Background: an optimization exercise with open tools, aiming at small area. Do not read the settings as production practice. No functional check of the RTL was part of this run. Power figures rest on the tool's default switching activity, not on a simulated workload.

**flow/design.v**
```verilog
module CP
#(
	parameter WIDTH = 32,
	parameter SELECTOR = 5
)
(
	input logic 	[SELECTOR-1:0] in,
	output logic 	[WIDTH-1:0] 	out
);
always_comb
	priority case(in)
		5'b00000	:	out = 32'b00000000_00000000_00000000_00000000;
		5'b00001	:	out = 32'b00000000_00000000_00000000_00000010;
		5'b00010	:	out = 32'b00000000_00000000_00000000_00000100;
		5'b00011	:	out = 32'b00000000_00000000_00000000_00001000;
		5'b00100	:	out = 32'b00000000_00000000_00000000_00010000;
		5'b00101	:	out = 32'b00000000_00000000_00000000_00100000;
		5'b00110	:	out = 32'b00000000_00000000_00000000_01000000;
		5'b00111	:	out = 32'b00000000_00000000_00000000_10000000;
		5'b01000	:	out = 32'b00000000_00000000_00000001_00000000;
		5'b01001	:	out = 32'b00000000_00000000_00000010_00000000;
		5'b01010	:	out = 32'b00000000_00000000_00000100_00000000;
		5'b01011	:	out = 32'b00000000_00000000_00001000_00000000;
		5'b01100	:	out = 32'b00000000_00000000_00010000_00000000;
		5'b01101	:	out = 32'b00000000_00000000_00100000_00000000;
		5'b01110	:	out = 32'b00000000_00000000_01000000_00000000;
		5'b01111	:	out = 32'b00000000_00000000_10000000_00000000;
		5'b10000	:	out = 32'b00000000_00000001_00000000_00000000;
		5'b10001	:	out = 32'b00000000_00000010_00000000_00000000;
		5'b10010	:	out = 32'b00000000_00000100_00000000_00000000;
		5'b10011	:	out = 32'b00000000_00001000_00000000_00000000;
		5'b10100	:	out = 32'b00000000_00010000_00000000_00000000;
		5'b10101	:	out = 32'b00000000_00100000_00000000_00000000;
		5'b10110	:	out = 32'b00000000_01000000_00000000_00000000;
		5'b10111	:	out = 32'b00000000_10000000_00000000_00000000;
		5'b11000	:	out = 32'b00000001_00000000_00000000_00000000;
		5'b11001	:	out = 32'b00000010_00000000_00000000_00000000;
		5'b11010	:	out = 32'b00000100_00000000_00000000_00000000;
		5'b11011	:	out = 32'b00001000_00000000_00000000_00000000;
		5'b11100	:	out = 32'b00010000_00000000_00000000_00000000;
		5'b11101	:	out = 32'b00100000_00000000_00000000_00000000;
		5'b11110	:	out = 32'b01000000_00000000_00000000_00000000;
		5'b11111	:	out = 32'b10000000_00000000_00000000_00000000;
	endcase
endmodule
module FF_D
#(
	parameter WIDTH = 32
)
(
	input logic 	[WIDTH-1:0]	d,
	input bit 						clk, rst, enable,
	output logic 	[WIDTH-1:0]	q
);
always@(posedge clk, negedge rst)
	begin
		if(!rst) begin
			q <= 0;
		end
		else if(enable) begin
			q <= d;
		end	
	end
endmodule
module FF_D_32
#(
	parameter WIDTH = 32
)
(
	input logic [WIDTH-1:0]					data, 
	input 		[WIDTH-1:0] 				and_i2,	 
	input bit									and_i1, 	 
	input bit 									clk, rst, 
	output logic [WIDTH-1:0][WIDTH-1:0] 	q
);
logic [WIDTH-1:0] and_o;	 
genvar i;
generate
	for (i = 0; i < 32; i++) begin: gen_flip_flops	
		FF_D FF_D_32 (
			.d(data),
			.clk(clk),
			.rst(rst),
			.enable(and_o[i]),
			.q(q[i])
		);
		and(
			and_o[i],
			and_i1,
			and_i2[i]
		);
	end
endgenerate
endmodule
module Mux_32
#(
	parameter WIDTH = 32,
	parameter SELECTOR = 5
)
(
	input 	[2**SELECTOR-1:0][WIDTH-1:0] 	data,
	input 	[SELECTOR-1:0]						select,
	output	[WIDTH-1:0] 						out
);
assign out = data[select];
endmodule 
module Register_File
#(
	parameter WIDTH = 32,
	parameter SELECTOR = 5
)
(
	input 						clk,
	input 						rst,
	input 						Reg_Write_i, 			 
	input [SELECTOR-1:0]		Read_Register_1_i, 	 
	input [SELECTOR-1:0]		Read_Register_2_i, 	 
	input [SELECTOR-1:0]		Write_Register_i,		 
	input [WIDTH-1:0]			Write_Data_i,			 
	output [WIDTH-1:0]		Read_Data_1_o,			 
	output [WIDTH-1:0]		Read_Data_2_o			 
);
logic [WIDTH-1:0][WIDTH-1:0] conection;
logic [WIDTH-1:0] cp_o;
CP CP(
	.in(Write_Register_i), 
	.out(cp_o)
);
FF_D_32 FF_D_32(
	.data(Write_Data_i), 
	.clk(clk), 
	.rst(rst), 
	.and_i1(Reg_Write_i), 
	.and_i2(cp_o), 
	.q(conection)
);
Mux_32 Read_data1(
	.select(Read_Register_1_i), 
	.data(conection),
	.out(Read_Data_1_o)
);
Mux_32 Read_data2(
	.select(Read_Register_2_i),
	.data(conection),
	.out(Read_Data_2_o)
);
endmodule 
module Register_File_Wrapper
#(
	parameter WIDTH = 32,
	parameter SELECTOR = 5
)
(
	input 						clk, 
	input 						rst, 
	input 						Reg_Write_i,
	input 	[SELECTOR-1:0]	Read_Register_1_i,
	input 	[SELECTOR-1:0]	Read_Register_2_i,
	input 	[SELECTOR-1:0]	Write_Register_i,
	input 	[WIDTH-1:0]		Write_Data_i,
	output 	[WIDTH-1:0]		Read_Data_1_o,
	output 	[WIDTH-1:0]		Read_Data_2_o
);
Register_File UUT(
	.clk(clk), 
	.rst(rst), 
	.Reg_Write_i(Reg_Write_i), 
	.Read_Register_1_i(Read_Register_1_i), 
	.Read_Register_2_i(Read_Register_2_i),
	.Write_Register_i(Write_Register_i), 
	.Write_Data_i(Write_Data_i), 
	.Read_Data_1_o(Read_Data_1_o), 
	.Read_Data_2_o(Read_Data_2_o) 
);
endmodule
```
**flow/run.sh**
```bash
#!/bin/bash
# synth_recipe.tcl (not shown) runs the flow's synth.tcl, then flattens the netlist and writes it again
# the make line also repeats each setting of config.mk as NAME=value (left out here)
make -C /OpenROAD-flow-scripts/flow DESIGN_CONFIG=/design/flow/config.mk WORK_HOME=/design/flow/orfs CLKGATE_MAP_FILE= SYNTH_SCRIPT=/design/flow/synth_recipe.tcl finish
```
**flow/config.mk**
```make
export PLATFORM = sky130hd
export DESIGN_NAME = Register_File_Wrapper
export DESIGN_NICKNAME = Register_File_Wrapper
export VERILOG_FILES = /design/flow/design.v
export SDC_FILE = /design/flow/constraint.sdc
export NUM_CORES = 4
export LEC_CHECK = 0
export CAP_MARGIN = 20
export CORE_MARGIN = 2
export CORE_UTILIZATION = 30
export SLEW_MARGIN = 20
```
**flow/constraint.sdc**
```tcl
create_clock -name core_clock -period 6.5 [get_ports {clk}]
set_input_delay 1.3000 -clock core_clock [delete_from_list [all_inputs] [get_ports {clk}]]
set_output_delay 1.3000 -clock core_clock [all_outputs]
set_load 0.01 [all_outputs]
```
==> flow_summary.ini <==
[outcome]
status = no timing/DRC/antenna violations

[timing]
fmax_ghz = 0.174
fin_crit_ns = 5.76
skew_ns = 0
finalHoldViolations = 0
post-route-period-util_pct = 88.7
slew_viol_final = 0
slew_headroom_pct = 22.5
rsz0062_at_grt = false
tightest_slew_ns = 1.16
setup_viol = 0
setup_tns_ns = 0

[cells_and_area]
nFillCells = 16900
final_cell_mix = 1056 x mux2_2, 992 x dfrtp_1, 384 x mux4_2
final_common_cell = mux2_2
final_cells = 5978
top_register = UUT.FF_D_32.gen_flip_flops.FF_D_32.q
layout-drive-gt1-share_pct = 50.1
largest_reg_flops = 992
largestRegisters = UUT.FF_D_32.gen_flip_flops.FF_D_32.q x992
area_growth_pct = 14.0
final_nets = 3603

[die]
die_w_um = 425
ios = 114
die_area_um2 = 181000
fp.dieH_um = 425
rows = 154
start_util_pct = 30.2
core_um2 = 176000

[routing]
vias = 33800
ant_nets = 0
vias_per_cell = 5.66
route.detailed.drc = 0
firstDrtPassIters = 8
wl_um = 173000
wire_per_inst_um = 28.9
dr.first_iter.drc_count = 3122

[worst_setup_path]
cpMostUsedCell = buf_4
cp_slowest_cell = o31ai_1
critPathKind = in2out
startpoint_type = input pin
crit_chain = buf_4, nor2b_4, a22o_1, a211oi_1, o31ai_1, buf_4, clkdlybuf4s50_1
slowest_delay_ns = 0.84
worstPathArrival_ns = 4.46
cp.required_ns = 5.20
critPathBufInv = 3
critPathMaxFanout = 20
r2r_slack_ns = 5.70
cp.depth = 7
cp-end-kind = output port
reg2reg_depth = 1
cp_top_family = compound AO/OA/AOI/OAI gates

[global_route]
grtUsageTotal_pct = 19.0
grt_start_max_net_pins = 166
antenna_found_initial = 31
grt_overflow = 0
grt_pass1_wl_um = 253000
grt_pass1_vias = 34600

[clocking]
h-tree-depth = 3
cts-root-buf = clkbuf_16
clock_path_buffers = 3
clk_latency_ns = 0.70
clock_sinks = 992
cts_setup_buffers = 0
cts_made_buffers = 103
hold_buffers = 0
clk_pin_slew_ns = 0.06
ctsResizeCount = 0
cts_tree = yes

[power_and_ir_drop]
power.leakage_uw = 0.0257
power_density_nw_per_um2 = 306
power.total_uw = 18500
vdd_drop_max_mv = 0.191

[place]
port_buffers = 113
gp_congestion = 0.829
dp.cells = 5787
hpwlAfterDp_um = 107000

[synthesis]
synth-seq-cells = 992
synth_fp_nets = 3647
synth_seq_area_share_pct = 46.7
async_flop_share_pct = 100
syn-mean-instance-area_um2 = 14.8
syn_area_um2 = 53200
synth_flop_cell = dfrtp_1
synth_top_area_share_pct = 46.7
yosys.area.top_type = dfrtp_1
yosys_warnings = 2
yosys-top-cells-area = dfrtp_1 47%, mux2_2 22%, mux4_2 16%, mux2i_1 3.6%, a22o_1 3.2%
synth-edff-count = 0
ys_types = 28
synthCells = 3597

[flow_run]
maxCapViolations = 0

[hold_path]
hold_class = reg2reg
holdPathStages = 1
==> synth_stat cells (6+ instances only) <==
| master | instances |
|---|---|
| a22o_1 | 192 |
| buf_1 | 56 |
| mux4_2 | 384 |
| o22ai_1 | 64 |
| nor2b_1 | 6 |
| o31ai_1 | 64 |
| a211oi_1 | 64 |
| nand2_1 | 18 |
| and2_1 | 66 |
| clkbuf_1 | 207 |
| buf_2 | 90 |
| mux2i_1 | 192 |
| buf_6 | 10 |
| mux2_2 | 1056 |
| dfrtp_1 | 992 |
| o21ai_1 | 64 |
| nor2_1 | 19 |
| buf_4 | 34 |
==> kinds of logic (layout without fill, tap and decap cells) <==
family                 after synthesis  count (layout)  share of synthesized area (%)
AO/OA/AOI/OAI                      448             448                           6.33
buffers and inverters              399             437                           3.41
flip-flops                         992             992                           46.7
multiplexers                      1632            1632                           42.2
other                                0               3                              0
AND/OR/NAND/NOR                    126             126                           1.33
==> final timing paths <==
kind | end | from
max reg2reg | UUT.FF_D_32.gen_flip_flops[16].FF_D_32.q[19] | UUT.FF_D_32.gen_flip_flops[16].FF_D_32.q[19]
min reg2reg | UUT.FF_D_32.gen_flip_flops[12].FF_D_32.q[5] | UUT.FF_D_32.gen_flip_flops[12].FF_D_32.q[5]
max | Read_Data_1_o[21] | Read_Register_1_i[1]
min in group asynchronous | UUT.FF_D_32.gen_flip_flops[27].FF_D_32.q[2] | rst
max in group asynchronous | UUT.FF_D_32.gen_flip_flops[29].FF_D_32.q[21] | rst
min | UUT.FF_D_32.gen_flip_flops[12].FF_D_32.q[5] | UUT.FF_D_32.gen_flip_flops[12].FF_D_32.q[5]
==> power breakdown <==
group | switching, uW | leakage, uW | internal, uW
Clock | 2610 | 0.00179 | 3740
Combinational | 1600 | 0.0112 | 2360
Sequential | 844 | 0.0127 | 7390
Total | 5060 | 0.0257 | 13500
==> layout make-up <==
cell class                 count  area, um2  area share, %
inverter                       2       7.51         0.0124
clock buffer                 151       3110           5.14
clock inverter                36        474          0.782
tap                         2340       2930           4.83
timing repair buffer         248       2510           4.14
multi-input combinational   2206      26800           44.2
sequential                   992      24800           40.9
antenna                        3       7.51         0.0124
==> metal layers <==
metal | track usage, % | wire length, um | up-vias
met4 | 6.70 | 6920 | 0
met2 | 30.4 | 81600 | 1112
met1 | 26.1 | 75000 | 18500
met5 | 0 | 0 | -
li1 | - | - | 13900
met3 | 2.75 | 9290 | 346
==> per-stage QoR <==
step                      util [%]  hold slack [ns]  cell area (um2)  setup WS (ns)
after floorplan                  -            0.491            53200           2.35
after global placement        32.3            0.500            57000          0.801
after detailed placement      32.4            0.507            57100          0.828
after CTS                     34.4            0.521            60600          0.788
after global routing          34.4            0.527            60600          0.649
final                         34.4            0.520            60600          0.736

static timing again, ports no longer ideal:
In the flow no input, the clock included, has a driving cell. The finished layout below was timed again as built, in two steps. Step 1 assumes that a clkbuf_16 drives the clock port and a buf_2 every other input. Step 2 adds t to the input delays and takes it off the output delays; t is the mean of the earliest and latest rising clock arrival at the registers after step 1. Input paths then give back, and output paths get back, about the clock's delay inside the block. a / b / c = no drivers / after step 1 / after step 2; a / b = the first two.
t (ns): 0.769
setup slack, ns: 0.736 / 0.632 / 0.632
worst setup path at the end: input to output
clock arrival spread, ns: 0.033 / 0.032
After both steps this run still meets setup and hold. For this run, drivers alone change the setup slack by -0.104 ns; drivers and shift together by -0.104 ns.
